Context: an optimization exercise on an open-source flow, tuned for small area and a short achievable clock period. The choices shown serve that exercise and are no tape-out recipe.
Only simulation tests tie the RTL to the original design; equivalence was not proved.
Power is estimated from default activity; no workload was simulated.

File: flow/design.v
module CPU(clock,reset,MemData,MemOut,rd,wr,PC,IR,MBR,AC,MAR,SR);
input clock;
input reset;
input signed [15:0] MemData;
output reg signed [15:0] MemOut;
output reg [10:0] PC,MAR;
output reg signed [15:0] IR,MBR;
output signed [15:0] AC;
output reg wr,rd;
output [3:0] SR;    
reg [2:0] state;
reg signed [15:0] ACr;      
reg [3:0] SRr;
reg accSel;                 
wire [3:0] op = IR[15:12];
wire       m  = IR[11];
wire        ld   = (op == 4'h1);
wire        sub  = (op == 4'h4);
wire        ls   = ld | (op == 4'h3) | sub;   
wire        mul  = (op == 4'h5);
wire        dv   = (op == 4'h6);
wire        sa   = ACr[15];
wire [15:0] lorA;
assign lorA[0] = 1'b0;
genvar ga;
generate
  for (ga = 1; ga < 16; ga = ga + 1) begin : la
    assign lorA[ga] = |ACr[ga-1:0];
  end
endgenerate
wire [15:0] absa = {16{dv}} & (ACr ^ ({16{sa}} & lorA));
reg  [15:0] absAr;
always @(posedge clock) absAr <= absa;
wire [15:0] d1, B1c;
wire        cin1;
wire [4:0] s3_r, s3_q;
cpu_s3 u_s3(.MemData(MemData), .IRlo(IR[11:0]), .dv(dv), .sub(sub), .absAr(absAr),
            .ACr(ACr), .d1(d1), .cin1(cin1), .B1c(B1c), .r_out(s3_r), .q_out(s3_q));
reg [15:0] B1r;
reg        cinr, d1s;
always @(posedge clock)
  if (state == 3'd3) begin
    B1r <= B1c; cinr <= cin1; d1s <= d1[15];
  end
reg [4:0] p1r, p1q;
always @(posedge clock) begin
  p1r <= s3_r;
  p1q <= s3_q;
end
wire [13:0] s4_r;
wire [8:0] s4_q;
cpu_s4 u_s4(.p1r(p1r), .absAr(absAr), .ACr(ACr), .B1r(B1r), .cinr(cinr), .dv(dv),
            .r_out(s4_r), .q_out(s4_q));
reg [13:0] p2r;
reg [13:0] p2q;
always @(posedge clock) begin
  p2r <= s4_r;
  p2q <= {p1q, s4_q};
end
wire [15:0] res;
wire [3:0]  resf;
cpu_s0 u_s0(.p2r(p2r), .p2q(p2q), .absAr(absAr), .ACr(ACr), .SRr(SRr), .accSel(accSel),
            .B1r(B1r), .cinr(cinr), .d1s(d1s), .dv(dv), .mul(mul), .ls(ls), .ld(ld), .sub(sub),
            .res(res), .resf(resf), .AC(AC), .SR(SR));
always @(posedge clock) begin
  if (reset) begin
    PC <= 0; MAR <= 0; IR <= 0; MBR <= 0; ACr <= 0; MemOut <= 0; SRr <= 0;
    rd <= 1; wr <= 0;
    accSel <= 0;
    state <= 0;
  end else
  case (state)
  0: begin
    rd <= 1; wr <= 0;
    MAR <= PC;
    if (accSel) begin
      ACr <= res;
      SRr <= resf;
    end
    accSel <= 0;
    state <= 1;
  end
  1: begin
    rd <= 1; wr <= 0;
    IR <= MemData;
    PC <= PC + 1'b1;
    state <= 2;
  end
  2: begin
    if (m) MAR <= IR[10:0];
    state <= 3;
  end
  3: begin
    state <= 4;
    case (op)
      4'h1, 4'h3, 4'h4, 4'h5, 4'h6: MBR <= d1;
      4'h2: begin MBR <= ACr; rd <= 0; wr <= 1; end
      4'h7: begin PC <= MAR; state <= 0; end
      4'h8: if (SRr[3]) begin PC <= MAR; state <= 0; end
      default: ;
    endcase
  end
  4: begin
    state <= 0;
    case (op)
      4'h2: MemOut <= MBR;
      4'h1, 4'h3, 4'h4, 4'h5, 4'h6: accSel <= 1'b1;
      default: ;
    endcase
  end
  default: state <= 0;
  endcase
end
endmodule
module cpu_s3(input [15:0] MemData, input [11:0] IRlo, input dv, input sub,
              input [15:0] absAr, input [15:0] ACr,
              output [15:0] d1, output cin1, output [15:0] B1c,
              output [4:0] r_out, output [4:0] q_out);
assign d1   = IRlo[11] ? MemData : {5'b0, IRlo[10:0]};    
assign cin1 = (dv & ~d1[15]) | sub;
assign B1c  = d1 ^ {16{cin1}};
wire [0:0] x1 = {absAr[15]};
wire [1:0] t2 = {1'b0, x1} + {1'b0, B1c[0:0]} + {1'd0, cin1};
wire w3 = t2[1] & (&B1c[15:1]);
wire w4 = dv ? w3 : ACr[15];
wire [0:0] r5 = w4 ? t2[0:0] : x1;
wire [1:0] x6 = {r5[0:0], absAr[14]};
wire [2:0] t7 = {1'b0, x6} + {1'b0, B1c[1:0]} + {2'd0, cin1};
wire w8 = t7[2] & (&B1c[15:2]);
wire w9 = dv ? w8 : ACr[14];
wire [1:0] r10 = w9 ? t7[1:0] : x6;
wire [2:0] x11 = {r10[1:0], absAr[13]};
wire [3:0] t12 = {1'b0, x11} + {1'b0, B1c[2:0]} + {3'd0, cin1};
wire w13 = t12[3] & (&B1c[15:3]);
wire w14 = dv ? w13 : ACr[13];
wire [2:0] r15 = w14 ? t12[2:0] : x11;
wire [3:0] x16 = {r15[2:0], absAr[12]};
wire [4:0] t17 = {1'b0, x16} + {1'b0, B1c[3:0]} + {4'd0, cin1};
wire w18 = t17[4] & (&B1c[15:4]);
wire w19 = dv ? w18 : ACr[12];
wire [3:0] r20 = w19 ? t17[3:0] : x16;
wire [4:0] x21 = {r20[3:0], absAr[11]};
wire [5:0] t22 = {1'b0, x21} + {1'b0, B1c[4:0]} + {5'd0, cin1};
wire w23 = t22[5] & (&B1c[15:5]);
wire w24 = dv ? w23 : ACr[11];
wire [4:0] r25 = w24 ? t22[4:0] : x21;
assign r_out = r25;
assign q_out = {w3, w8, w13, w18, w23};
endmodule
module cpu_s4(input [4:0] p1r, input [15:0] absAr, input [15:0] ACr,
              input [15:0] B1r, input cinr, input dv,
              output [13:0] r_out, output [8:0] q_out);
wire w26 = absAr[10] & B1r[0];
wire w27 = absAr[10] | B1r[0];
wire w28 = p1r[0] & B1r[1];
wire w29 = p1r[0] | B1r[1];
wire w30 = p1r[1] & B1r[2];
wire w31 = p1r[1] | B1r[2];
wire w32 = p1r[2] & B1r[3];
wire w33 = p1r[2] | B1r[3];
wire w34 = p1r[3] & B1r[4];
wire w35 = p1r[3] | B1r[4];
wire w36 = p1r[4] & B1r[5];
wire w37 = p1r[4] | B1r[5];
wire w38 = w26 | (w27 & cinr);
wire w39 = w27 & 1'b0;
wire w40 = w30 | (w31 & w28);
wire w41 = w31 & w29;
wire w42 = w34 | (w35 & w32);
wire w43 = w35 & w33;
wire w44 = w28 | (w29 & w38);
wire w45 = w29 & w39;
wire w46 = w40 | (w41 & w38);
wire w47 = w41 & w39;
wire w48 = w36 | (w37 & w42);
wire w49 = w37 & w43;
wire w50 = w32 | (w33 & w46);
wire w51 = w33 & w47;
wire w52 = w42 | (w43 & w46);
wire w53 = w43 & w47;
wire w54 = w48 | (w49 & w46);
wire w55 = w49 & w47;
wire w56 = w54 & (&B1r[15:6]);
wire w57 = dv ? w56 : ACr[10];
wire [5:0] r58;
assign r58[0] = w57 ? (absAr[10] ^ (B1r[0] ^ cinr)) : absAr[10];
assign r58[1] = w57 ? (p1r[0] ^ (B1r[1] ^ w38)) : p1r[0];
assign r58[2] = w57 ? (p1r[1] ^ (B1r[2] ^ w44)) : p1r[1];
assign r58[3] = w57 ? (p1r[2] ^ (B1r[3] ^ w46)) : p1r[2];
assign r58[4] = w57 ? (p1r[3] ^ (B1r[4] ^ w50)) : p1r[3];
assign r58[5] = w57 ? (p1r[4] ^ (B1r[5] ^ w52)) : p1r[4];
wire w59 = absAr[9] & B1r[0];
wire w60 = absAr[9] | B1r[0];
wire w61 = r58[0] & B1r[1];
wire w62 = r58[0] | B1r[1];
wire w63 = r58[1] & B1r[2];
wire w64 = r58[1] | B1r[2];
wire w65 = r58[2] & B1r[3];
wire w66 = r58[2] | B1r[3];
wire w67 = r58[3] & B1r[4];
wire w68 = r58[3] | B1r[4];
wire w69 = r58[4] & B1r[5];
wire w70 = r58[4] | B1r[5];
wire w71 = r58[5] & B1r[6];
wire w72 = r58[5] | B1r[6];
wire w73 = w59 | (w60 & cinr);
wire w74 = w60 & 1'b0;
wire w75 = w63 | (w64 & w61);
wire w76 = w64 & w62;
wire w77 = w67 | (w68 & w65);
wire w78 = w68 & w66;
wire w79 = w71 | (w72 & w69);
wire w80 = w72 & w70;
wire w81 = w61 | (w62 & w73);
wire w82 = w62 & w74;
wire w83 = w75 | (w76 & w73);
wire w84 = w76 & w74;
wire w85 = w69 | (w70 & w77);
wire w86 = w70 & w78;
wire w87 = w79 | (w80 & w77);
wire w88 = w80 & w78;
wire w89 = w65 | (w66 & w83);
wire w90 = w66 & w84;
wire w91 = w77 | (w78 & w83);
wire w92 = w78 & w84;
wire w93 = w85 | (w86 & w83);
wire w94 = w86 & w84;
wire w95 = w87 | (w88 & w83);
wire w96 = w88 & w84;
wire w97 = w95 & (&B1r[15:7]);
wire w98 = dv ? w97 : ACr[9];
wire [6:0] r99;
assign r99[0] = w98 ? (absAr[9] ^ (B1r[0] ^ cinr)) : absAr[9];
assign r99[1] = w98 ? (r58[0] ^ (B1r[1] ^ w73)) : r58[0];
assign r99[2] = w98 ? (r58[1] ^ (B1r[2] ^ w81)) : r58[1];
assign r99[3] = w98 ? (r58[2] ^ (B1r[3] ^ w83)) : r58[2];
assign r99[4] = w98 ? (r58[3] ^ (B1r[4] ^ w89)) : r58[3];
assign r99[5] = w98 ? (r58[4] ^ (B1r[5] ^ w91)) : r58[4];
assign r99[6] = w98 ? (r58[5] ^ (B1r[6] ^ w93)) : r58[5];
wire w100 = absAr[8] & B1r[0];
wire w101 = absAr[8] | B1r[0];
wire w102 = r99[0] & B1r[1];
wire w103 = r99[0] | B1r[1];
wire w104 = r99[1] & B1r[2];
wire w105 = r99[1] | B1r[2];
wire w106 = r99[2] & B1r[3];
wire w107 = r99[2] | B1r[3];
wire w108 = r99[3] & B1r[4];
wire w109 = r99[3] | B1r[4];
wire w110 = r99[4] & B1r[5];
wire w111 = r99[4] | B1r[5];
wire w112 = r99[5] & B1r[6];
wire w113 = r99[5] | B1r[6];
wire w114 = r99[6] & B1r[7];
wire w115 = r99[6] | B1r[7];
wire w116 = w100 | (w101 & cinr);
wire w117 = w101 & 1'b0;
wire w118 = w104 | (w105 & w102);
wire w119 = w105 & w103;
wire w120 = w108 | (w109 & w106);
wire w121 = w109 & w107;
wire w122 = w112 | (w113 & w110);
wire w123 = w113 & w111;
wire w124 = w102 | (w103 & w116);
wire w125 = w103 & w117;
wire w126 = w118 | (w119 & w116);
wire w127 = w119 & w117;
wire w128 = w110 | (w111 & w120);
wire w129 = w111 & w121;
wire w130 = w122 | (w123 & w120);
wire w131 = w123 & w121;
wire w132 = w106 | (w107 & w126);
wire w133 = w107 & w127;
wire w134 = w120 | (w121 & w126);
wire w135 = w121 & w127;
wire w136 = w128 | (w129 & w126);
wire w137 = w129 & w127;
wire w138 = w130 | (w131 & w126);
wire w139 = w131 & w127;
wire w140 = w114 | (w115 & w138);
wire w141 = w115 & w139;
wire w142 = w140 & (&B1r[15:8]);
wire w143 = dv ? w142 : ACr[8];
wire [7:0] r144;
assign r144[0] = w143 ? (absAr[8] ^ (B1r[0] ^ cinr)) : absAr[8];
assign r144[1] = w143 ? (r99[0] ^ (B1r[1] ^ w116)) : r99[0];
assign r144[2] = w143 ? (r99[1] ^ (B1r[2] ^ w124)) : r99[1];
assign r144[3] = w143 ? (r99[2] ^ (B1r[3] ^ w126)) : r99[2];
assign r144[4] = w143 ? (r99[3] ^ (B1r[4] ^ w132)) : r99[3];
assign r144[5] = w143 ? (r99[4] ^ (B1r[5] ^ w134)) : r99[4];
assign r144[6] = w143 ? (r99[5] ^ (B1r[6] ^ w136)) : r99[5];
assign r144[7] = w143 ? (r99[6] ^ (B1r[7] ^ w138)) : r99[6];
wire w145 = absAr[7] & B1r[0];
wire w146 = absAr[7] | B1r[0];
wire w147 = r144[0] & B1r[1];
wire w148 = r144[0] | B1r[1];
wire w149 = r144[1] & B1r[2];
wire w150 = r144[1] | B1r[2];
wire w151 = r144[2] & B1r[3];
wire w152 = r144[2] | B1r[3];
wire w153 = r144[3] & B1r[4];
wire w154 = r144[3] | B1r[4];
wire w155 = r144[4] & B1r[5];
wire w156 = r144[4] | B1r[5];
wire w157 = r144[5] & B1r[6];
wire w158 = r144[5] | B1r[6];
wire w159 = r144[6] & B1r[7];
wire w160 = r144[6] | B1r[7];
wire w161 = r144[7] & B1r[8];
wire w162 = r144[7] | B1r[8];
wire w163 = w145 | (w146 & cinr);
wire w164 = w146 & 1'b0;
wire w165 = w149 | (w150 & w147);
wire w166 = w150 & w148;
wire w167 = w153 | (w154 & w151);
wire w168 = w154 & w152;
wire w169 = w157 | (w158 & w155);
wire w170 = w158 & w156;
wire w171 = w161 | (w162 & w159);
wire w172 = w162 & w160;
wire w173 = w147 | (w148 & w163);
wire w174 = w148 & w164;
wire w175 = w165 | (w166 & w163);
wire w176 = w166 & w164;
wire w177 = w155 | (w156 & w167);
wire w178 = w156 & w168;
wire w179 = w169 | (w170 & w167);
wire w180 = w170 & w168;
wire w181 = w151 | (w152 & w175);
wire w182 = w152 & w176;
wire w183 = w167 | (w168 & w175);
wire w184 = w168 & w176;
wire w185 = w177 | (w178 & w175);
wire w186 = w178 & w176;
wire w187 = w179 | (w180 & w175);
wire w188 = w180 & w176;
wire w189 = w159 | (w160 & w187);
wire w190 = w160 & w188;
wire w191 = w171 | (w172 & w187);
wire w192 = w172 & w188;
wire w193 = w191 & (&B1r[15:9]);
wire w194 = dv ? w193 : ACr[7];
wire [8:0] r195;
assign r195[0] = w194 ? (absAr[7] ^ (B1r[0] ^ cinr)) : absAr[7];
assign r195[1] = w194 ? (r144[0] ^ (B1r[1] ^ w163)) : r144[0];
assign r195[2] = w194 ? (r144[1] ^ (B1r[2] ^ w173)) : r144[1];
assign r195[3] = w194 ? (r144[2] ^ (B1r[3] ^ w175)) : r144[2];
assign r195[4] = w194 ? (r144[3] ^ (B1r[4] ^ w181)) : r144[3];
assign r195[5] = w194 ? (r144[4] ^ (B1r[5] ^ w183)) : r144[4];
assign r195[6] = w194 ? (r144[5] ^ (B1r[6] ^ w185)) : r144[5];
assign r195[7] = w194 ? (r144[6] ^ (B1r[7] ^ w187)) : r144[6];
assign r195[8] = w194 ? (r144[7] ^ (B1r[8] ^ w189)) : r144[7];
wire w196 = absAr[6] & B1r[0];
wire w197 = absAr[6] | B1r[0];
wire w198 = r195[0] & B1r[1];
wire w199 = r195[0] | B1r[1];
wire w200 = r195[1] & B1r[2];
wire w201 = r195[1] | B1r[2];
wire w202 = r195[2] & B1r[3];
wire w203 = r195[2] | B1r[3];
wire w204 = r195[3] & B1r[4];
wire w205 = r195[3] | B1r[4];
wire w206 = r195[4] & B1r[5];
wire w207 = r195[4] | B1r[5];
wire w208 = r195[5] & B1r[6];
wire w209 = r195[5] | B1r[6];
wire w210 = r195[6] & B1r[7];
wire w211 = r195[6] | B1r[7];
wire w212 = r195[7] & B1r[8];
wire w213 = r195[7] | B1r[8];
wire w214 = r195[8] & B1r[9];
wire w215 = r195[8] | B1r[9];
wire w216 = w196 | (w197 & cinr);
wire w217 = w197 & 1'b0;
wire w218 = w200 | (w201 & w198);
wire w219 = w201 & w199;
wire w220 = w204 | (w205 & w202);
wire w221 = w205 & w203;
wire w222 = w208 | (w209 & w206);
wire w223 = w209 & w207;
wire w224 = w212 | (w213 & w210);
wire w225 = w213 & w211;
wire w226 = w198 | (w199 & w216);
wire w227 = w199 & w217;
wire w228 = w218 | (w219 & w216);
wire w229 = w219 & w217;
wire w230 = w206 | (w207 & w220);
wire w231 = w207 & w221;
wire w232 = w222 | (w223 & w220);
wire w233 = w223 & w221;
wire w234 = w214 | (w215 & w224);
wire w235 = w215 & w225;
wire w236 = w202 | (w203 & w228);
wire w237 = w203 & w229;
wire w238 = w220 | (w221 & w228);
wire w239 = w221 & w229;
wire w240 = w230 | (w231 & w228);
wire w241 = w231 & w229;
wire w242 = w232 | (w233 & w228);
wire w243 = w233 & w229;
wire w244 = w210 | (w211 & w242);
wire w245 = w211 & w243;
wire w246 = w224 | (w225 & w242);
wire w247 = w225 & w243;
wire w248 = w234 | (w235 & w242);
wire w249 = w235 & w243;
wire w250 = w248 & (&B1r[15:10]);
wire w251 = dv ? w250 : ACr[6];
wire [9:0] r252;
assign r252[0] = w251 ? (absAr[6] ^ (B1r[0] ^ cinr)) : absAr[6];
assign r252[1] = w251 ? (r195[0] ^ (B1r[1] ^ w216)) : r195[0];
assign r252[2] = w251 ? (r195[1] ^ (B1r[2] ^ w226)) : r195[1];
assign r252[3] = w251 ? (r195[2] ^ (B1r[3] ^ w228)) : r195[2];
assign r252[4] = w251 ? (r195[3] ^ (B1r[4] ^ w236)) : r195[3];
assign r252[5] = w251 ? (r195[4] ^ (B1r[5] ^ w238)) : r195[4];
assign r252[6] = w251 ? (r195[5] ^ (B1r[6] ^ w240)) : r195[5];
assign r252[7] = w251 ? (r195[6] ^ (B1r[7] ^ w242)) : r195[6];
assign r252[8] = w251 ? (r195[7] ^ (B1r[8] ^ w244)) : r195[7];
assign r252[9] = w251 ? (r195[8] ^ (B1r[9] ^ w246)) : r195[8];
wire w253 = absAr[5] & B1r[0];
wire w254 = absAr[5] | B1r[0];
wire w255 = r252[0] & B1r[1];
wire w256 = r252[0] | B1r[1];
wire w257 = r252[1] & B1r[2];
wire w258 = r252[1] | B1r[2];
wire w259 = r252[2] & B1r[3];
wire w260 = r252[2] | B1r[3];
wire w261 = r252[3] & B1r[4];
wire w262 = r252[3] | B1r[4];
wire w263 = r252[4] & B1r[5];
wire w264 = r252[4] | B1r[5];
wire w265 = r252[5] & B1r[6];
wire w266 = r252[5] | B1r[6];
wire w267 = r252[6] & B1r[7];
wire w268 = r252[6] | B1r[7];
wire w269 = r252[7] & B1r[8];
wire w270 = r252[7] | B1r[8];
wire w271 = r252[8] & B1r[9];
wire w272 = r252[8] | B1r[9];
wire w273 = r252[9] & B1r[10];
wire w274 = r252[9] | B1r[10];
wire w275 = w253 | (w254 & cinr);
wire w276 = w254 & 1'b0;
wire w277 = w257 | (w258 & w255);
wire w278 = w258 & w256;
wire w279 = w261 | (w262 & w259);
wire w280 = w262 & w260;
wire w281 = w265 | (w266 & w263);
wire w282 = w266 & w264;
wire w283 = w269 | (w270 & w267);
wire w284 = w270 & w268;
wire w285 = w273 | (w274 & w271);
wire w286 = w274 & w272;
wire w287 = w255 | (w256 & w275);
wire w288 = w256 & w276;
wire w289 = w277 | (w278 & w275);
wire w290 = w278 & w276;
wire w291 = w263 | (w264 & w279);
wire w292 = w264 & w280;
wire w293 = w281 | (w282 & w279);
wire w294 = w282 & w280;
wire w295 = w271 | (w272 & w283);
wire w296 = w272 & w284;
wire w297 = w285 | (w286 & w283);
wire w298 = w286 & w284;
wire w299 = w259 | (w260 & w289);
wire w300 = w260 & w290;
wire w301 = w279 | (w280 & w289);
wire w302 = w280 & w290;
wire w303 = w291 | (w292 & w289);
wire w304 = w292 & w290;
wire w305 = w293 | (w294 & w289);
wire w306 = w294 & w290;
wire w307 = w267 | (w268 & w305);
wire w308 = w268 & w306;
wire w309 = w283 | (w284 & w305);
wire w310 = w284 & w306;
wire w311 = w295 | (w296 & w305);
wire w312 = w296 & w306;
wire w313 = w297 | (w298 & w305);
wire w314 = w298 & w306;
wire w315 = w313 & (&B1r[15:11]);
wire w316 = dv ? w315 : ACr[5];
wire [10:0] r317;
assign r317[0] = w316 ? (absAr[5] ^ (B1r[0] ^ cinr)) : absAr[5];
assign r317[1] = w316 ? (r252[0] ^ (B1r[1] ^ w275)) : r252[0];
assign r317[2] = w316 ? (r252[1] ^ (B1r[2] ^ w287)) : r252[1];
assign r317[3] = w316 ? (r252[2] ^ (B1r[3] ^ w289)) : r252[2];
assign r317[4] = w316 ? (r252[3] ^ (B1r[4] ^ w299)) : r252[3];
assign r317[5] = w316 ? (r252[4] ^ (B1r[5] ^ w301)) : r252[4];
assign r317[6] = w316 ? (r252[5] ^ (B1r[6] ^ w303)) : r252[5];
assign r317[7] = w316 ? (r252[6] ^ (B1r[7] ^ w305)) : r252[6];
assign r317[8] = w316 ? (r252[7] ^ (B1r[8] ^ w307)) : r252[7];
assign r317[9] = w316 ? (r252[8] ^ (B1r[9] ^ w309)) : r252[8];
assign r317[10] = w316 ? (r252[9] ^ (B1r[10] ^ w311)) : r252[9];
wire w318 = absAr[4] & B1r[0];
wire w319 = absAr[4] | B1r[0];
wire w320 = r317[0] & B1r[1];
wire w321 = r317[0] | B1r[1];
wire w322 = r317[1] & B1r[2];
wire w323 = r317[1] | B1r[2];
wire w324 = r317[2] & B1r[3];
wire w325 = r317[2] | B1r[3];
wire w326 = r317[3] & B1r[4];
wire w327 = r317[3] | B1r[4];
wire w328 = r317[4] & B1r[5];
wire w329 = r317[4] | B1r[5];
wire w330 = r317[5] & B1r[6];
wire w331 = r317[5] | B1r[6];
wire w332 = r317[6] & B1r[7];
wire w333 = r317[6] | B1r[7];
wire w334 = r317[7] & B1r[8];
wire w335 = r317[7] | B1r[8];
wire w336 = r317[8] & B1r[9];
wire w337 = r317[8] | B1r[9];
wire w338 = r317[9] & B1r[10];
wire w339 = r317[9] | B1r[10];
wire w340 = r317[10] & B1r[11];
wire w341 = r317[10] | B1r[11];
wire w342 = w318 | (w319 & cinr);
wire w343 = w319 & 1'b0;
wire w344 = w322 | (w323 & w320);
wire w345 = w323 & w321;
wire w346 = w326 | (w327 & w324);
wire w347 = w327 & w325;
wire w348 = w330 | (w331 & w328);
wire w349 = w331 & w329;
wire w350 = w334 | (w335 & w332);
wire w351 = w335 & w333;
wire w352 = w338 | (w339 & w336);
wire w353 = w339 & w337;
wire w354 = w320 | (w321 & w342);
wire w355 = w321 & w343;
wire w356 = w344 | (w345 & w342);
wire w357 = w345 & w343;
wire w358 = w328 | (w329 & w346);
wire w359 = w329 & w347;
wire w360 = w348 | (w349 & w346);
wire w361 = w349 & w347;
wire w362 = w336 | (w337 & w350);
wire w363 = w337 & w351;
wire w364 = w352 | (w353 & w350);
wire w365 = w353 & w351;
wire w366 = w324 | (w325 & w356);
wire w367 = w325 & w357;
wire w368 = w346 | (w347 & w356);
wire w369 = w347 & w357;
wire w370 = w358 | (w359 & w356);
wire w371 = w359 & w357;
wire w372 = w360 | (w361 & w356);
wire w373 = w361 & w357;
wire w374 = w340 | (w341 & w364);
wire w375 = w341 & w365;
wire w376 = w332 | (w333 & w372);
wire w377 = w333 & w373;
wire w378 = w350 | (w351 & w372);
wire w379 = w351 & w373;
wire w380 = w362 | (w363 & w372);
wire w381 = w363 & w373;
wire w382 = w364 | (w365 & w372);
wire w383 = w365 & w373;
wire w384 = w374 | (w375 & w372);
wire w385 = w375 & w373;
wire w386 = w384 & (&B1r[15:12]);
wire w387 = dv ? w386 : ACr[4];
wire [11:0] r388;
assign r388[0] = w387 ? (absAr[4] ^ (B1r[0] ^ cinr)) : absAr[4];
assign r388[1] = w387 ? (r317[0] ^ (B1r[1] ^ w342)) : r317[0];
assign r388[2] = w387 ? (r317[1] ^ (B1r[2] ^ w354)) : r317[1];
assign r388[3] = w387 ? (r317[2] ^ (B1r[3] ^ w356)) : r317[2];
assign r388[4] = w387 ? (r317[3] ^ (B1r[4] ^ w366)) : r317[3];
assign r388[5] = w387 ? (r317[4] ^ (B1r[5] ^ w368)) : r317[4];
assign r388[6] = w387 ? (r317[5] ^ (B1r[6] ^ w370)) : r317[5];
assign r388[7] = w387 ? (r317[6] ^ (B1r[7] ^ w372)) : r317[6];
assign r388[8] = w387 ? (r317[7] ^ (B1r[8] ^ w376)) : r317[7];
assign r388[9] = w387 ? (r317[8] ^ (B1r[9] ^ w378)) : r317[8];
assign r388[10] = w387 ? (r317[9] ^ (B1r[10] ^ w380)) : r317[9];
assign r388[11] = w387 ? (r317[10] ^ (B1r[11] ^ w382)) : r317[10];
wire w389 = absAr[3] & B1r[0];
wire w390 = absAr[3] | B1r[0];
wire w391 = r388[0] & B1r[1];
wire w392 = r388[0] | B1r[1];
wire w393 = r388[1] & B1r[2];
wire w394 = r388[1] | B1r[2];
wire w395 = r388[2] & B1r[3];
wire w396 = r388[2] | B1r[3];
wire w397 = r388[3] & B1r[4];
wire w398 = r388[3] | B1r[4];
wire w399 = r388[4] & B1r[5];
wire w400 = r388[4] | B1r[5];
wire w401 = r388[5] & B1r[6];
wire w402 = r388[5] | B1r[6];
wire w403 = r388[6] & B1r[7];
wire w404 = r388[6] | B1r[7];
wire w405 = r388[7] & B1r[8];
wire w406 = r388[7] | B1r[8];
wire w407 = r388[8] & B1r[9];
wire w408 = r388[8] | B1r[9];
wire w409 = r388[9] & B1r[10];
wire w410 = r388[9] | B1r[10];
wire w411 = r388[10] & B1r[11];
wire w412 = r388[10] | B1r[11];
wire w413 = r388[11] & B1r[12];
wire w414 = r388[11] | B1r[12];
wire w415 = w389 | (w390 & cinr);
wire w416 = w390 & 1'b0;
wire w417 = w393 | (w394 & w391);
wire w418 = w394 & w392;
wire w419 = w397 | (w398 & w395);
wire w420 = w398 & w396;
wire w421 = w401 | (w402 & w399);
wire w422 = w402 & w400;
wire w423 = w405 | (w406 & w403);
wire w424 = w406 & w404;
wire w425 = w409 | (w410 & w407);
wire w426 = w410 & w408;
wire w427 = w413 | (w414 & w411);
wire w428 = w414 & w412;
wire w429 = w391 | (w392 & w415);
wire w430 = w392 & w416;
wire w431 = w417 | (w418 & w415);
wire w432 = w418 & w416;
wire w433 = w399 | (w400 & w419);
wire w434 = w400 & w420;
wire w435 = w421 | (w422 & w419);
wire w436 = w422 & w420;
wire w437 = w407 | (w408 & w423);
wire w438 = w408 & w424;
wire w439 = w425 | (w426 & w423);
wire w440 = w426 & w424;
wire w441 = w395 | (w396 & w431);
wire w442 = w396 & w432;
wire w443 = w419 | (w420 & w431);
wire w444 = w420 & w432;
wire w445 = w433 | (w434 & w431);
wire w446 = w434 & w432;
wire w447 = w435 | (w436 & w431);
wire w448 = w436 & w432;
wire w449 = w411 | (w412 & w439);
wire w450 = w412 & w440;
wire w451 = w427 | (w428 & w439);
wire w452 = w428 & w440;
wire w453 = w403 | (w404 & w447);
wire w454 = w404 & w448;
wire w455 = w423 | (w424 & w447);
wire w456 = w424 & w448;
wire w457 = w437 | (w438 & w447);
wire w458 = w438 & w448;
wire w459 = w439 | (w440 & w447);
wire w460 = w440 & w448;
wire w461 = w449 | (w450 & w447);
wire w462 = w450 & w448;
wire w463 = w451 | (w452 & w447);
wire w464 = w452 & w448;
wire w465 = w463 & (&B1r[15:13]);
wire w466 = dv ? w465 : ACr[3];
wire [12:0] r467;
assign r467[0] = w466 ? (absAr[3] ^ (B1r[0] ^ cinr)) : absAr[3];
assign r467[1] = w466 ? (r388[0] ^ (B1r[1] ^ w415)) : r388[0];
assign r467[2] = w466 ? (r388[1] ^ (B1r[2] ^ w429)) : r388[1];
assign r467[3] = w466 ? (r388[2] ^ (B1r[3] ^ w431)) : r388[2];
assign r467[4] = w466 ? (r388[3] ^ (B1r[4] ^ w441)) : r388[3];
assign r467[5] = w466 ? (r388[4] ^ (B1r[5] ^ w443)) : r388[4];
assign r467[6] = w466 ? (r388[5] ^ (B1r[6] ^ w445)) : r388[5];
assign r467[7] = w466 ? (r388[6] ^ (B1r[7] ^ w447)) : r388[6];
assign r467[8] = w466 ? (r388[7] ^ (B1r[8] ^ w453)) : r388[7];
assign r467[9] = w466 ? (r388[8] ^ (B1r[9] ^ w455)) : r388[8];
assign r467[10] = w466 ? (r388[9] ^ (B1r[10] ^ w457)) : r388[9];
assign r467[11] = w466 ? (r388[10] ^ (B1r[11] ^ w459)) : r388[10];
assign r467[12] = w466 ? (r388[11] ^ (B1r[12] ^ w461)) : r388[11];
wire w468 = absAr[2] & B1r[0];
wire w469 = absAr[2] | B1r[0];
wire w470 = r467[0] & B1r[1];
wire w471 = r467[0] | B1r[1];
wire w472 = r467[1] & B1r[2];
wire w473 = r467[1] | B1r[2];
wire w474 = r467[2] & B1r[3];
wire w475 = r467[2] | B1r[3];
wire w476 = r467[3] & B1r[4];
wire w477 = r467[3] | B1r[4];
wire w478 = r467[4] & B1r[5];
wire w479 = r467[4] | B1r[5];
wire w480 = r467[5] & B1r[6];
wire w481 = r467[5] | B1r[6];
wire w482 = r467[6] & B1r[7];
wire w483 = r467[6] | B1r[7];
wire w484 = r467[7] & B1r[8];
wire w485 = r467[7] | B1r[8];
wire w486 = r467[8] & B1r[9];
wire w487 = r467[8] | B1r[9];
wire w488 = r467[9] & B1r[10];
wire w489 = r467[9] | B1r[10];
wire w490 = r467[10] & B1r[11];
wire w491 = r467[10] | B1r[11];
wire w492 = r467[11] & B1r[12];
wire w493 = r467[11] | B1r[12];
wire w494 = r467[12] & B1r[13];
wire w495 = r467[12] | B1r[13];
wire w496 = w468 | (w469 & cinr);
wire w497 = w469 & 1'b0;
wire w498 = w472 | (w473 & w470);
wire w499 = w473 & w471;
wire w500 = w476 | (w477 & w474);
wire w501 = w477 & w475;
wire w502 = w480 | (w481 & w478);
wire w503 = w481 & w479;
wire w504 = w484 | (w485 & w482);
wire w505 = w485 & w483;
wire w506 = w488 | (w489 & w486);
wire w507 = w489 & w487;
wire w508 = w492 | (w493 & w490);
wire w509 = w493 & w491;
wire w510 = w470 | (w471 & w496);
wire w511 = w471 & w497;
wire w512 = w498 | (w499 & w496);
wire w513 = w499 & w497;
wire w514 = w478 | (w479 & w500);
wire w515 = w479 & w501;
wire w516 = w502 | (w503 & w500);
wire w517 = w503 & w501;
wire w518 = w486 | (w487 & w504);
wire w519 = w487 & w505;
wire w520 = w506 | (w507 & w504);
wire w521 = w507 & w505;
wire w522 = w494 | (w495 & w508);
wire w523 = w495 & w509;
wire w524 = w474 | (w475 & w512);
wire w525 = w475 & w513;
wire w526 = w500 | (w501 & w512);
wire w527 = w501 & w513;
wire w528 = w514 | (w515 & w512);
wire w529 = w515 & w513;
wire w530 = w516 | (w517 & w512);
wire w531 = w517 & w513;
wire w532 = w490 | (w491 & w520);
wire w533 = w491 & w521;
wire w534 = w508 | (w509 & w520);
wire w535 = w509 & w521;
wire w536 = w522 | (w523 & w520);
wire w537 = w523 & w521;
wire w538 = w482 | (w483 & w530);
wire w539 = w483 & w531;
wire w540 = w504 | (w505 & w530);
wire w541 = w505 & w531;
wire w542 = w518 | (w519 & w530);
wire w543 = w519 & w531;
wire w544 = w520 | (w521 & w530);
wire w545 = w521 & w531;
wire w546 = w532 | (w533 & w530);
wire w547 = w533 & w531;
wire w548 = w534 | (w535 & w530);
wire w549 = w535 & w531;
wire w550 = w536 | (w537 & w530);
wire w551 = w537 & w531;
wire w552 = w550 & (&B1r[15:14]);
wire w553 = dv ? w552 : ACr[2];
wire [13:0] r554;
assign r554[0] = w553 ? (absAr[2] ^ (B1r[0] ^ cinr)) : absAr[2];
assign r554[1] = w553 ? (r467[0] ^ (B1r[1] ^ w496)) : r467[0];
assign r554[2] = w553 ? (r467[1] ^ (B1r[2] ^ w510)) : r467[1];
assign r554[3] = w553 ? (r467[2] ^ (B1r[3] ^ w512)) : r467[2];
assign r554[4] = w553 ? (r467[3] ^ (B1r[4] ^ w524)) : r467[3];
assign r554[5] = w553 ? (r467[4] ^ (B1r[5] ^ w526)) : r467[4];
assign r554[6] = w553 ? (r467[5] ^ (B1r[6] ^ w528)) : r467[5];
assign r554[7] = w553 ? (r467[6] ^ (B1r[7] ^ w530)) : r467[6];
assign r554[8] = w553 ? (r467[7] ^ (B1r[8] ^ w538)) : r467[7];
assign r554[9] = w553 ? (r467[8] ^ (B1r[9] ^ w540)) : r467[8];
assign r554[10] = w553 ? (r467[9] ^ (B1r[10] ^ w542)) : r467[9];
assign r554[11] = w553 ? (r467[10] ^ (B1r[11] ^ w544)) : r467[10];
assign r554[12] = w553 ? (r467[11] ^ (B1r[12] ^ w546)) : r467[11];
assign r554[13] = w553 ? (r467[12] ^ (B1r[13] ^ w548)) : r467[12];
assign r_out = r554;
assign q_out = {w56, w97, w142, w193, w250, w315, w386, w465, w552};
endmodule
module cpu_s0(input [13:0] p2r, input [13:0] p2q, input [15:0] absAr,
              input [15:0] ACr, input [3:0] SRr, input accSel,
              input [15:0] B1r, input cinr, input d1s,
              input dv, input mul, input ls, input ld, input sub,
              output [15:0] res, output [3:0] resf, output [15:0] AC, output [3:0] SR);
wire [14:0] x555 = {p2r[13:0], absAr[1]};
wire [15:0] t556 = {1'b0, x555} + {1'b0, B1r[14:0]} + {15'd0, cinr};
wire w557 = t556[15] & (&B1r[15:15]);
wire w558 = dv ? w557 : ACr[1];
wire [14:0] r559 = w558 ? t556[14:0] : x555;
wire [15:0] x560 = ls ? ({16{~ld}} & ACr) : {r559[14:0], absAr[0]};
wire [16:0] t561 = {1'b0, x560} + {1'b0, B1r[15:0]} + {16'd0, cinr};
wire w562 = t561[16] & 1'b1;
wire lastc = t561[16];     
wire w563 = dv ? w562 : (~mul | ACr[0]);
wire [15:0] r564 = w563 ? t561[15:0] : x560;
wire [15:0] qu = {p2q, w557, w562};
wire [15:0] prod = r564;             
wire        sa   = ACr[15];
wire        dz   = cinr & (&B1r);           
wire        negq = sa ^ d1s;
wire [15:0] lowor;
assign lowor[0] = 1'b0;
genvar gi;
generate
  for (gi = 1; gi < 16; gi = gi + 1) begin : lo
    assign lowor[gi] = |qu[gi-1:0];
  end
endgenerate
wire [15:0] quot  = dz ? 16'd0 : (qu ^ ({16{negq}} & lowor));
assign      res   = dv ? quot : prod;
wire        resz  = dv ? (dz | ~|qu) : ~|prod;
wire        as_   = ls & ~ld;
wire        resc  = as_ & (lastc ^ sub);
wire        resv  = as_ & (ACr[15] == B1r[15]) & (prod[15] != ACr[15]);
assign      resf  = {resz, res[15], resc, resv};
assign AC = accSel ? res : ACr;
assign SR = accSel ? resf : SRr;
endmodule
File: flow/config.mk
export PLATFORM = sky130hd
export DESIGN_NAME = CPU
export DESIGN_NICKNAME = CPU
export VERILOG_FILES = /design/flow/design.v
export SDC_FILE = /design/flow/constraint.sdc
export NUM_CORES = 4
export LEC_CHECK = 0
export ABC_AREA = 1
export CAP_MARGIN = 20
export CORE_MARGIN = 2
export CORE_UTILIZATION = 40
export SLEW_MARGIN = 20
export SYNTH_HIERARCHICAL = 1
File: flow/constraint.sdc
create_clock -name core_clock -period 32.0 [get_ports {clock}]
set_input_delay 6.4000 -clock core_clock [delete_from_list [all_inputs] [get_ports {clock}]]
set_output_delay 6.4000 -clock core_clock [all_outputs]
set_load 0.01 [all_outputs]
File: flow/standard.sh
#!/bin/bash
# synth_recipe.tcl (not shown) runs the flow's synth.tcl, then flattens the netlist and writes it again
# the make line also repeats each setting of config.mk as NAME=value (left out here)
make -C /OpenROAD-flow-scripts/flow DESIGN_CONFIG=/design/flow/config.mk WORK_HOME=/design/flow/orfs CLKGATE_MAP_FILE= SYNTH_SCRIPT=/design/flow/synth_recipe.tcl "${@:-finish}"
File: flow/flow/run.sh
#!/bin/bash
set -euo pipefail
MARGIN=$(python3 -c "print(round(${FLOW_PERIOD_NS} - 12.5, 3))")
bash standard.sh SETUP_SLACK_MARGIN=$MARGIN "BUFFER_PORTS_ARGS=-buffer_cell sky130_fd_sc_hd__buf_1" finish > standard_flow.log 2>&1
==> flow_metrics.tcl, run 1 <==
set metrics [dict create \
    outcome "finished clean" \
    ios 110 \
    diodes 0 \
    cts_sinks 168 \
    relSlewSlack 0.273 \
    synthAdderAreaFrac 0.0683 \
    syn2layout_area_growth_pct 16.7 \
    hold_viol 0 \
    power_density_mw_per_mm2 31.1 \
    finalNetCount 3063 \
    grt_setup_unrepaired "false" \
    port_buffers 109 \
    p_total_mw 0.616 \
    r2r-start "B1r[9]$_DFFE_PN_" \
    cts_buffer_depth 2 \
    layout_common_cells "895 x nand2_1, 323 x inv_1, 222 x nand3_1" \
    synthFlopType "dfxtp_1" \
    start_kind "flip-flop" \
    clk_pin_slew_ns 0.07 \
    synth_top_family_by_area "simple AND/OR/NAND/NOR gates" \
    slowest_delay_ns 0.46 \
    cts_tree "built" \
    gp_congestion 0.978 \
    hp-class "reg2reg" \
    routed_wl_um 60400 \
    startpoint "IR[13]$_SDFFE_PP0P_" \
    cpMostUsedCell "nand2_1" \
    core-area_mm2 0.0419 \
    ff2ff_setup_slack_ns 20.07 \
    drt-vias-per-instance 5.32 \
    track_usage 0.263 \
    final_util 0.473 \
    dp_hpwl_um 44800 \
    via_count 18700 \
    critical_path_arrival_ns 5.71 \
    wire_per_inst_um 17.1 \
    timing.final.max_slew_violations 0 \
    antenna_found_initial 0 \
    synthXorXnorAreaFrac 0.0470 \
    synth-seq-cells 168 \
    firstDrtPassIters 5 \
    tns_ns 0 \
    syn_inst 2842 \
    synth.area.mux_share 0.000590 \
    syn_area_mm2 0.0170 \
    grt_pass1_vias 17400 \
    syn_avg_cell_area_um2 5.96 \
    ant_nets 0 \
    die_w_um 210 \
    std_cell_rows 75 \
    layout_commonest_cell "nand2_1" \
    fp.dieArea_mm2 0.0440 \
    cp-end-kind "output pin" \
    grt_max_degree 51 \
    worstSetupEndpoint "SR[3]" \
    ys_seq_area_frac 0.209 \
    yosysUniqueCellTypes 59 \
    clock.fmax_ghz 0.0826 \
    synth_edf_count 18 \
    yosysWarnings 7 \
    period_share 0.378 \
    place_area_mm2 0.0175 \
    drt-initial-drc-count 1339 \
    ir_drop_uv 38.8 \
    r2r_end "p2r[7]$_DFF_P_" \
    syn-num-nets 2932 \
    skew_ns 0.0175 \
    start_util 0.405 \
    gr-total-overflow 0 \
    reg2reg_depth 79 \
    crit_type "reg2out" \
    max_cap_violations 0 \
    cts_buffers 17 \
    synth_compound_area_frac 0.119 \
    fp.dieH_um 210 \
    num-fill-cells 4464 \
    cts_max_level 4 \
    finalSetupViolCount 0 \
    fin_area_mm2 0.0198 \
    fin_crit_ns 12.11 \
    path_max_fanout 38 \
    power_leakage_nw 9.74 \
    insertion_delay_ns 0.45 \
    grt_pass1_wl_um 92000 \
    critPathSlowestCell "fa_1" \
    synthSimpleGateAreaFrac 0.434 \
    max_slew.worst_pin.slew_ns 1.09 \
    synth-async-reset-ratio 0 \
    root_buffer "clkbuf_16" \
    critical_path_required_ns 25.60 \
    drive_above_1_share 0.166 \
    remaining_drc_errors 0 \
]
==> registers in the layout (all words and copies together), names as in the netlist, 3 cells and up <==
name    flops
p2r        14
B1r        16
p1q         5
absAr      16
MAR        11
state       3
MBR        16
p2q        14
MemOut     16
IR         16
SRr         4
ACr        16
p1r         5
PC         11
==> cells in the mapped netlist, types with 33 or more instances <==
cell type	count	area, um^2
nand3_1	278	1390
fa_1	33	661
nand2_2	47	294
inv_2	34	128
xnor2_1	35	307
o21ai_0	127	636
o21ai_1	41	205
a21oi_1	135	676
nand2_1	974	3660
ha_1	39	488
xor2_1	56	490
inv_1	331	1240
nor2_1	206	773
dfxtp_1	150	3000
==> final cells by class <==
| type | count | area, um^2 | share of cell area |
|---|---|---|---|
| multi-input combinational | 2211 | 12400 | 0.626 |
| sequential | 168 | 3540 | 0.179 |
| inverter | 378 | 1450 | 0.0734 |
| timing repair buffer | 197 | 1150 | 0.0584 |
| tap | 539 | 674 | 0.0341 |
| clock buffer | 19 | 475 | 0.0240 |
| clock inverter | 13 | 108 | 0.00544 |
==> Yosys stat by module (local to each module, per instance) <==
module	copies in the design	flops+latches	cell area, um^2
CPU	1	168	6060
cpu_s0	1	0	3340
cpu_s3	1	0	1660
cpu_s4	1	0	5890
==> where the power goes <==
part	internal [mW]	switching (mW)
registers	0.220	0.00777
logic	0.0579	0.122
clock network	0.111	0.0975
==> routing by layer <==
metal / global-route usage / vias to the layer above / share of wire
met4: 0.0915 / 0 / 0.033
met1: 0.331 / 8721 / 0.43
met2: 0.459 / 601 / 0.48
met3: 0.0365 / 112 / 0.058
li1: - / 9305 / -
met5: 0 / - / 0
==> worst max-delay path: cells and delay by family, from the launching register on <==
kind                     cells  cell delay [ns]
buffers and inverters        8             1.46
adder cells (fa/ha/maj)      1             0.46
AO/OA/AOI/OAI                2             0.61
flip-flops                   1             0.43
AND/OR/NAND/NOR             19             2.21
==> kinds of logic after synthesis <==
family,Yosys count
adder cells (fa/ha/maj),73
flip-flops,168
buffers and inverters,474
XOR/XNOR,91
AND/OR/NAND/NOR,1665
multiplexers,1
AO/OA/AOI/OAI,370
==> how the worst min path moves through the flow <==
stage | startpoint | to | slack [ns] | cells after the start
2_1_floorplan | p1q[1]$_DFF_P_ | p2q[10]$_DFF_P_ | 0.31 | 0
5_1_grt | p1q[2]$_DFF_P_ | p2q[11]$_DFF_P_ | 0.34 | 0
3_5_place_dp | p1q[1]$_DFF_P_ | p2q[10]$_DFF_P_ | 0.31 | 0
3_3_place_gp | p1q[2]$_DFF_P_ | p2q[11]$_DFF_P_ | 0.32 | 0
4_1_cts | p1q[2]$_DFF_P_ | p2q[11]$_DFF_P_ | 0.33 | 0
6_report | p1q[2]$_DFF_P_ | p2q[11]$_DFF_P_ | 0.33 | 0
==> through the flow <==
stage                     instances  hold slack, ns  setup slack (ns)
after detailed placement       3410           0.312             18.53
final                          3525           0.334             19.89
after global routing           3525           0.340             19.28
after global placement         3410           0.316             18.85
after CTS                      3452           0.332             19.53
after floorplan                2842           0.310             20.25
==> what timing repair did <==
item	4_1_cts	5_1_grt
endpoints found under the setup margin	31	35
gates cloned	1	10
resized for setup	17	254
pin swaps	1	81
hold buffers	0	0
setup buffers	9	63
==> inputs of run 2 (changes only) <==
==> flow/flow/run.sh (replaced) <==
#!/bin/bash
set -euo pipefail
MARGIN=$(python3 -c "print(round(${FLOW_PERIOD_NS} - 13, 3))")
bash standard.sh SETUP_SLACK_MARGIN=$MARGIN "BUFFER_PORTS_ARGS=-buffer_cell sky130_fd_sc_hd__buf_1" finish > standard_flow.log 2>&1
==> run 2 against run 1 <==
Net effect:
- sequential cell count is the same
- global-route usage is 0.087 points lower
- synthesized cell count unchanged
- sequential power about the same
==> flow_metrics.tcl, run 2 <==
set metrics [dict create \
    cpMostUsedCell "nand2_1" \
    fp.dieH_um 210 \
    antenna_found_initial 0 \
    hold_viol 0 \
    critPathSlowestCell "buf_4" \
    synth_edf_count 18 \
    path_max_fanout 38 \
    gp_congestion 0.978 \
    gr-total-overflow 0 \
    grt_setup_unrepaired "true" \
    cts_max_level 4 \
    synthTopCellsByCount "974 x nand2_1, 331 x inv_1, 278 x nand3_1" \
    synth-seq-cells 168 \
    critical_path_required_ns 25.60 \
    finalSetupViolCount 0 \
    hp-class "reg2reg" \
    cts_buffers 17 \
    power_density_mw_per_mm2 32.1 \
    layout_commonest_cell "nand2_1" \
    syn_avg_cell_area_um2 5.96 \
    drt-initial-drc-count 1267 \
    synth-async-reset-ratio 0 \
    cp-end-kind "output pin" \
    drive_above_1_share 0.111 \
    dp_hpwl_um 44800 \
    tns_ns 0 \
    track_usage 0.262 \
    start_kind "flip-flop" \
    cts_buffer_depth 2 \
    yosysUniqueCellTypes 59 \
    final_util 0.450 \
    port_buffers 109 \
    reg2reg_depth 88 \
    p_int_mw 0.384 \
    ir_drop_uv 38.5 \
    max_cap_violations 0 \
    grt_pass1_wl_um 91700 \
    place_area_mm2 0.0175 \
    grt_pass1_vias 17300 \
    core-area_mm2 0.0419 \
    start_util 0.405 \
    via_count 18400 \
    relSlewSlack 0.276 \
    finalNetCount 3022 \
    remaining_drc_errors 0 \
    fin_area_mm2 0.0189 \
    slowest_delay_ns 0.56 \
    yosysWarnings 7 \
    cts_tree "built" \
    outcome "finished clean" \
    ant_nets 0 \
    p_comb_frac 0.280 \
    insertion_delay_ns 0.45 \
    firstDrtPassIters 5 \
    drt-vias-per-instance 5.28 \
    root_buffer "clkbuf_16" \
    hold_depth 0 \
    seqPwrFrac 0.376 \
    switchingPower_mw 0.222 \
    grt_max_degree 51 \
    period_share 0.394 \
    synth.most_common_cell "nand2_1" \
    wire_per_inst_um 16.9 \
    num-fill-cells 4553 \
    clock.fmax_ghz 0.0792 \
    synth_area_leaders "nand2_1 22%, dfxtp_1 18%, nand3_1 8.2%, inv_1 7.3%, nor2_1 4.6%" \
    diodes 0 \
    synth_top_area_frac 0.216 \
    clkPwrFrac 0.343 \
    syn2layout_area_growth_pct 11.2 \
    max_slew.worst_pin.slew_ns 1.08 \
    fin_crit_ns 12.62 \
    yosysTopAreaCell "nand2_1" \
    timing.final.max_slew_violations 0 \
    syn_area_mm2 0.0170 \
    power_leakage_nw 9.38 \
    ys_seq_area_frac 0.209 \
    skew_ns 0.0195 \
    switching_share 0.366 \
    ios 110 \
    crit_type "reg2out" \
    critical_path_arrival_ns 6.22 \
    clk_pin_slew_ns 0.07 \
    syn-num-nets 2932 \
    std_cell_rows 75 \
    routed_wl_um 58800 \
    syn_inst 2842 \
    cts_sinks 168 \
    fp.dieArea_mm2 0.0440 \
    synthFlopType "dfxtp_1" \
    layout_common_cells "953 x nand2_1, 328 x inv_1, 254 x nand3_1" \
    die_w_um 210 \
]
-- run 2: cell counts after synthesis --
Identical to the previous run, type by type.
-- run 2: final timing paths --
kind / from / to / slack, ns
setup / recovery: IR[13]$_SDFFE_PP0P_ / SR[3] / 19.38
hold / removal: p1q[2]$_DFF_P_ / p2q[11]$_DFF_P_ / 0.33
setup reg to reg: B1r[11]$_DFFE_PN_ / p2r[8]$_DFF_P_ / 19.92
hold reg to reg: p1q[2]$_DFF_P_ / p2q[11]$_DFF_P_ / 0.33
-- run 2: layer usage --
layer,GRT usage,routed length (um),up-vias
met5,0,0,-
met4,0.0912,1750,0
met3,0.0365,3510,80
met2,0.458,28200,532
met1,0.330,25300,8589
li1,-,-,9208
-- run 2: cell type report --
class                      count  area (um^2)  area share
clock inverter                13          108     0.00571
tap                          539          674      0.0358
clock buffer                  19          475      0.0252
inverter                     378         1440      0.0765
multi-input combinational   2207        11800       0.626
sequential                   168         3540       0.188
timing repair buffer         160          807      0.0428
-- run 2: through the flow --
step	hold WS, ns	instances	total power [mW]	worst slack [ns]
6_report	0.333	3484	0.606	19.38
5_1_grt	0.340	3484	0.639	18.92
4_1_cts	0.332	3448	0.603	19.04
3_5_place_dp	0.312	3410	0.395	18.53
3_3_place_gp	0.316	3410	0.393	18.85
2_1_floorplan	0.310	2842	0.354	20.25
-- run 2: power by group through the flow --
stage	clock network, mW	registers [mW]	logic (mW)
final	0.208	0.228	0.170
after global routing	0.220	0.229	0.190
after CTS	0.212	0.228	0.164
after detailed placement	0	0.233	0.162
after global placement	0	0.233	0.160
after floorplan	0	0.233	0.121
-- run 2: what timing repair did --
item                                    in CTS  in global routing
endpoints found under the setup margin      15                 20
hold endpoints to repair                     0                  0
buffers inserted                             6                 29
cloned                                       0                  7
pin swaps                                    0                 32
hold buffers                                 0                  0
resized for setup                            5                 96
-- run 2: kinds of logic (layout without fill, tap and decap cells) --
| group | count (synthesis) | in the layout | synth area share |
|---|---|---|---|
| AND/OR/NAND/NOR | 1665 | 1671 | 0.434 |
| buffers and inverters | 474 | 570 | 0.122 |
| AO/OA/AOI/OAI | 370 | 371 | 0.119 |
| flip-flops | 168 | 168 | 0.209 |
| XOR/XNOR | 91 | 91 | 0.0470 |
| adder cells (fa/ha/maj) | 73 | 73 | 0.0683 |
| multiplexers | 1 | 1 | 0.000590 |
-- run 2: worst max-delay path: cells and delay by family (launching register included) --
kind / cells / cell delay [ns]
fa+ha+maj: 1 / 0.46
compound gates: 2 / 0.61
buf+inv: 8 / 1.72
flops: 1 / 0.43
simple gates: 19 / 2.45
-- run 2: Yosys stat by module (local to each module, per instance) --
| module | cells inside | flip-flops and latches | cell area [um^2] | copies in the design |
|---|---|---|---|---|
| CPU | 718 | 168 | 6060 | 1 |
| cpu_s4 | 1155 | 0 | 5890 | 1 |
| cpu_s0 | 645 | 0 | 3340 | 1 |
| cpu_s3 | 324 | 0 | 1660 | 1 |
==> inputs of run 3 (changes only) <==
==> flow/flow/run.sh (replaced) <==
#!/bin/bash
# The standard layout (standard.sh: unchanged synthesis and steps) with two
# settings passed to ORFS:
set -euo pipefail
MARGIN=$(python3 -c "print(round(${FLOW_PERIOD_NS} - 13, 3))")
bash standard.sh SETUP_SLACK_MARGIN=$MARGIN "BUFFER_PORTS_ARGS=-buffer_cell sky130_fd_sc_hd__buf_1" finish > standard_flow.log 2>&1
==> run 3 against run 2 <==
Net effect:
- global-route usage stayed put
- setup slack stayed put
- non-clock buffer count stayed put
- largest power group unchanged
==> flow_metrics.tcl, run 3 <==
set metrics [dict create \
    outcome "finished clean" \
    synth_area_leaders "nand2_1 22%, dfxtp_1 18%, nand3_1 8.2%, inv_1 7.3%, nor2_1 4.6%" \
    fp.dieArea_mm2 0.0440 \
    synth-async-reset-ratio 0 \
    gr-total-overflow 0 \
    yosysWarnings 7 \
    num-fill-cells 4553 \
    hold_viol 0 \
    relSlewSlack 0.276 \
    port_buffers 109 \
    cts_sinks 168 \
    syn_area_mm2 0.0170 \
    track_usage 0.262 \
    register_area_mm2 0.00354 \
    diodes 0 \
    placed_cells 3410 \
    grt_setup_unrepaired "true" \
    fin_cells 3484 \
    gp_congestion 0.978 \
    syn2layout_area_growth_pct 11.2 \
    antenna_found_initial 0 \
    finalNetCount 3022 \
    synth_top_area_frac 0.216 \
    remaining_drc_errors 0 \
    drt-vias-per-instance 5.28 \
    syn-num-nets 2932 \
    path_max_fanout 38 \
    start_util 0.405 \
    clk_pin_slew_ns 0.07 \
    dp_hpwl_um 44800 \
    cts_buffers 17 \
    syn_avg_cell_area_um2 5.96 \
    synthFlopType "dfxtp_1" \
    fin_area_mm2 0.0189 \
    die_w_um 210 \
    root_buffer "clkbuf_16" \
    timing.final.max_slew_violations 0 \
    multi_input_area_mm2 0.0118 \
    skew_ns 0.0195 \
    clock.fmax_ghz 0.0792 \
    ant_nets 0 \
    drive_above_1_share 0.111 \
    layout_commonest_cell "nand2_1" \
    insertion_delay_ns 0.45 \
    start_kind "flip-flop" \
    critical_path_required_ns 25.60 \
    hp-class "reg2reg" \
    power_leakage_nw 9.38 \
    crit_family "simple AND/OR/NAND/NOR gates" \
    critPathSlowestCell "buf_4" \
    grt_pass1_wl_um 91700 \
    max_cap_violations 0 \
    wire_per_inst_um 16.9 \
    critical_path_arrival_ns 6.22 \
    whs_ns 0.333 \
    core-area_mm2 0.0419 \
    finalSetupViolCount 0 \
    fin_crit_ns 12.62 \
    yosysUniqueCellTypes 59 \
    timing.critical_path.buf_inv 8 \
    ys_seq_area_frac 0.209 \
    grt_max_degree 51 \
    routed_wl_um 58800 \
    std_cell_rows 75 \
    cp-end-kind "output pin" \
    cts_hold_buffers 0 \
    ir_drop_uv 38.5 \
    place_area_mm2 0.0175 \
    tns_ns 0 \
    fp.dieH_um 210 \
    synth-seq-cells 168 \
    synth.most_common_cell "nand2_1" \
    yosysTopAreaCell "nand2_1" \
    drt-initial-drc-count 1267 \
    cts_buffer_depth 2 \
    via_count 18400 \
    firstDrtPassIters 5 \
    syn_inst 2842 \
    slowest_delay_ns 0.56 \
    power_density_mw_per_mm2 32.1 \
    ios 110 \
    layout_common_cells "953 x nand2_1, 328 x inv_1, 254 x nand3_1" \
    final_util 0.450 \
    cpMostUsedCell "nand2_1" \
    max_slew.worst_pin.slew_ns 1.08 \
    cts_tree "built" \
    period_share 0.394 \
    cts_max_level 4 \
    grt_pass1_vias 17300 \
    crit_type "reg2out" \
    synthTopCellsByCount "974 x nand2_1, 331 x inv_1, 278 x nand3_1" \
    synth_edf_count 18 \
]
## run 3: metrics by stage
stage | worst slack (ns) | power [mW]
floorplan | 20.25 | 0.354
global placement | 18.85 | 0.393
detailed placement | 18.53 | 0.395
CTS | 19.04 | 0.603
global route | 18.92 | 0.639
finish | 19.38 | 0.606
## run 3: repair_timing
item	in CTS	in global routing
gates resized for setup	5	96
buffers inserted	6	29
cloned	0	7
pin swaps	0	32
setup endpoints to repair	15	20
## run 3: per-layer routing
| layer | part of all wire | up-vias | track usage |
|---|---|---|---|
| met4 | 0.030 | 0 | 0.0912 |
| met1 | 0.43 | 8589 | 0.330 |
| met2 | 0.48 | 532 | 0.458 |
| met3 | 0.060 | 80 | 0.0365 |
| li1 | - | 9208 | - |
| met5 | 0 | - | 0 |
## run 3: logic make-up (layout without fill, tap and decap cells)
family / after synthesis / count (layout) / share of synthesized area
buffers and inverters: 474 / 570 / 0.122
multiplexers: 1 / 1 / 0.000590
adder cells (fa/ha/maj): 73 / 73 / 0.0683
AND/OR/NAND/NOR: 1665 / 1671 / 0.434
flip-flops: 168 / 168 / 0.209
AO/OA/AOI/OAI: 370 / 371 / 0.119
XOR/XNOR: 91 / 91 / 0.0470
## run 3: power breakdown
group	switching, mW	leakage [nW]	internal (mW)
Clock	0.0973	0.290	0.111
Combinational	0.117	7.71	0.0529
Sequential	0.00765	1.38	0.220
Total	0.222	9.38	0.384
## run 3: worst register-to-register path: cells and delay by family, from the launching register on
family	cells	cell delay [ns]
xor+xnor	3	0.55
compound gates	8	1.06
fa+ha+maj	5	1.91
flops	1	0.80
mux	1	0.12
simple gates	62	6.69
buf+inv	9	0.88
## run 3: area by class of cell
class,instances,area share
multi-input cells,2207,0.626
flip-flops and latches,168,0.188
inverters,378,0.0765
repair buffers,160,0.0428
well taps,539,0.0358
clock buffers,19,0.0252
clock inverters,13,0.00571
## run 3: modules after synthesis, one instance, submodules excluded
module,times used,cell area (um^2)
CPU,1,6060
cpu_s4,1,5890
cpu_s3,1,1660
cpu_s0,1,3340
## run 3: worst paths after layout
path | start | cells past startpoint | slack (ns) | to
hold reg to reg | p1q[2]$_DFF_P_ | 0 | 0.33 | p2q[11]$_DFF_P_
setup / recovery | IR[13]$_SDFFE_PP0P_ | 30 | 19.38 | SR[3]
setup reg to reg | B1r[11]$_DFFE_PN_ | 88 | 19.92 | p2r[8]$_DFF_P_
hold / removal | p1q[2]$_DFF_P_ | 0 | 0.33 | p2q[11]$_DFF_P_

afterwards: timing with drivers on the ports:
The flow's constraints put no driver on any port. The routed layouts listed below were extracted and timed again, unchanged, in two steps. Step 1 assumes that a clkbuf_16 drives the clock port and a buf_2 every other input. Step 2 adds t to the input delays and takes it off the output delays; t is the mean of the earliest and latest rising clock arrival at the registers after step 1. Input paths then give back, and output paths get back, about the clock's delay inside the block. Slacks: ideal ports / drivers / drivers and shift; pairs: ideal ports / drivers.
run | shift t [ns] | setup WS [ns] | worst hold slack (ns) | latest minus earliest clock arrival (ns) | worst slew at a driven data input, ns
run 1 | 0.498 | 19.889 / 19.832 / 19.528 | 0.334 / 0.334 / 0.334 | 0.018 / 0.018 | 0.05
run 2 | 0.493 | 19.380 / 19.324 / 19.248 | 0.333 / 0.333 / 0.333 | 0.019 / 0.020 | 0.05
run 3 | 0.493 | 19.380 / 19.324 / 19.248 | 0.333 / 0.333 / 0.333 | 0.019 / 0.020 | 0.05
After both steps every run listed still meets setup and hold. The setup slack of run 1, which loses most, moves by -0.057 ns with the drivers and by -0.361 ns with both steps.
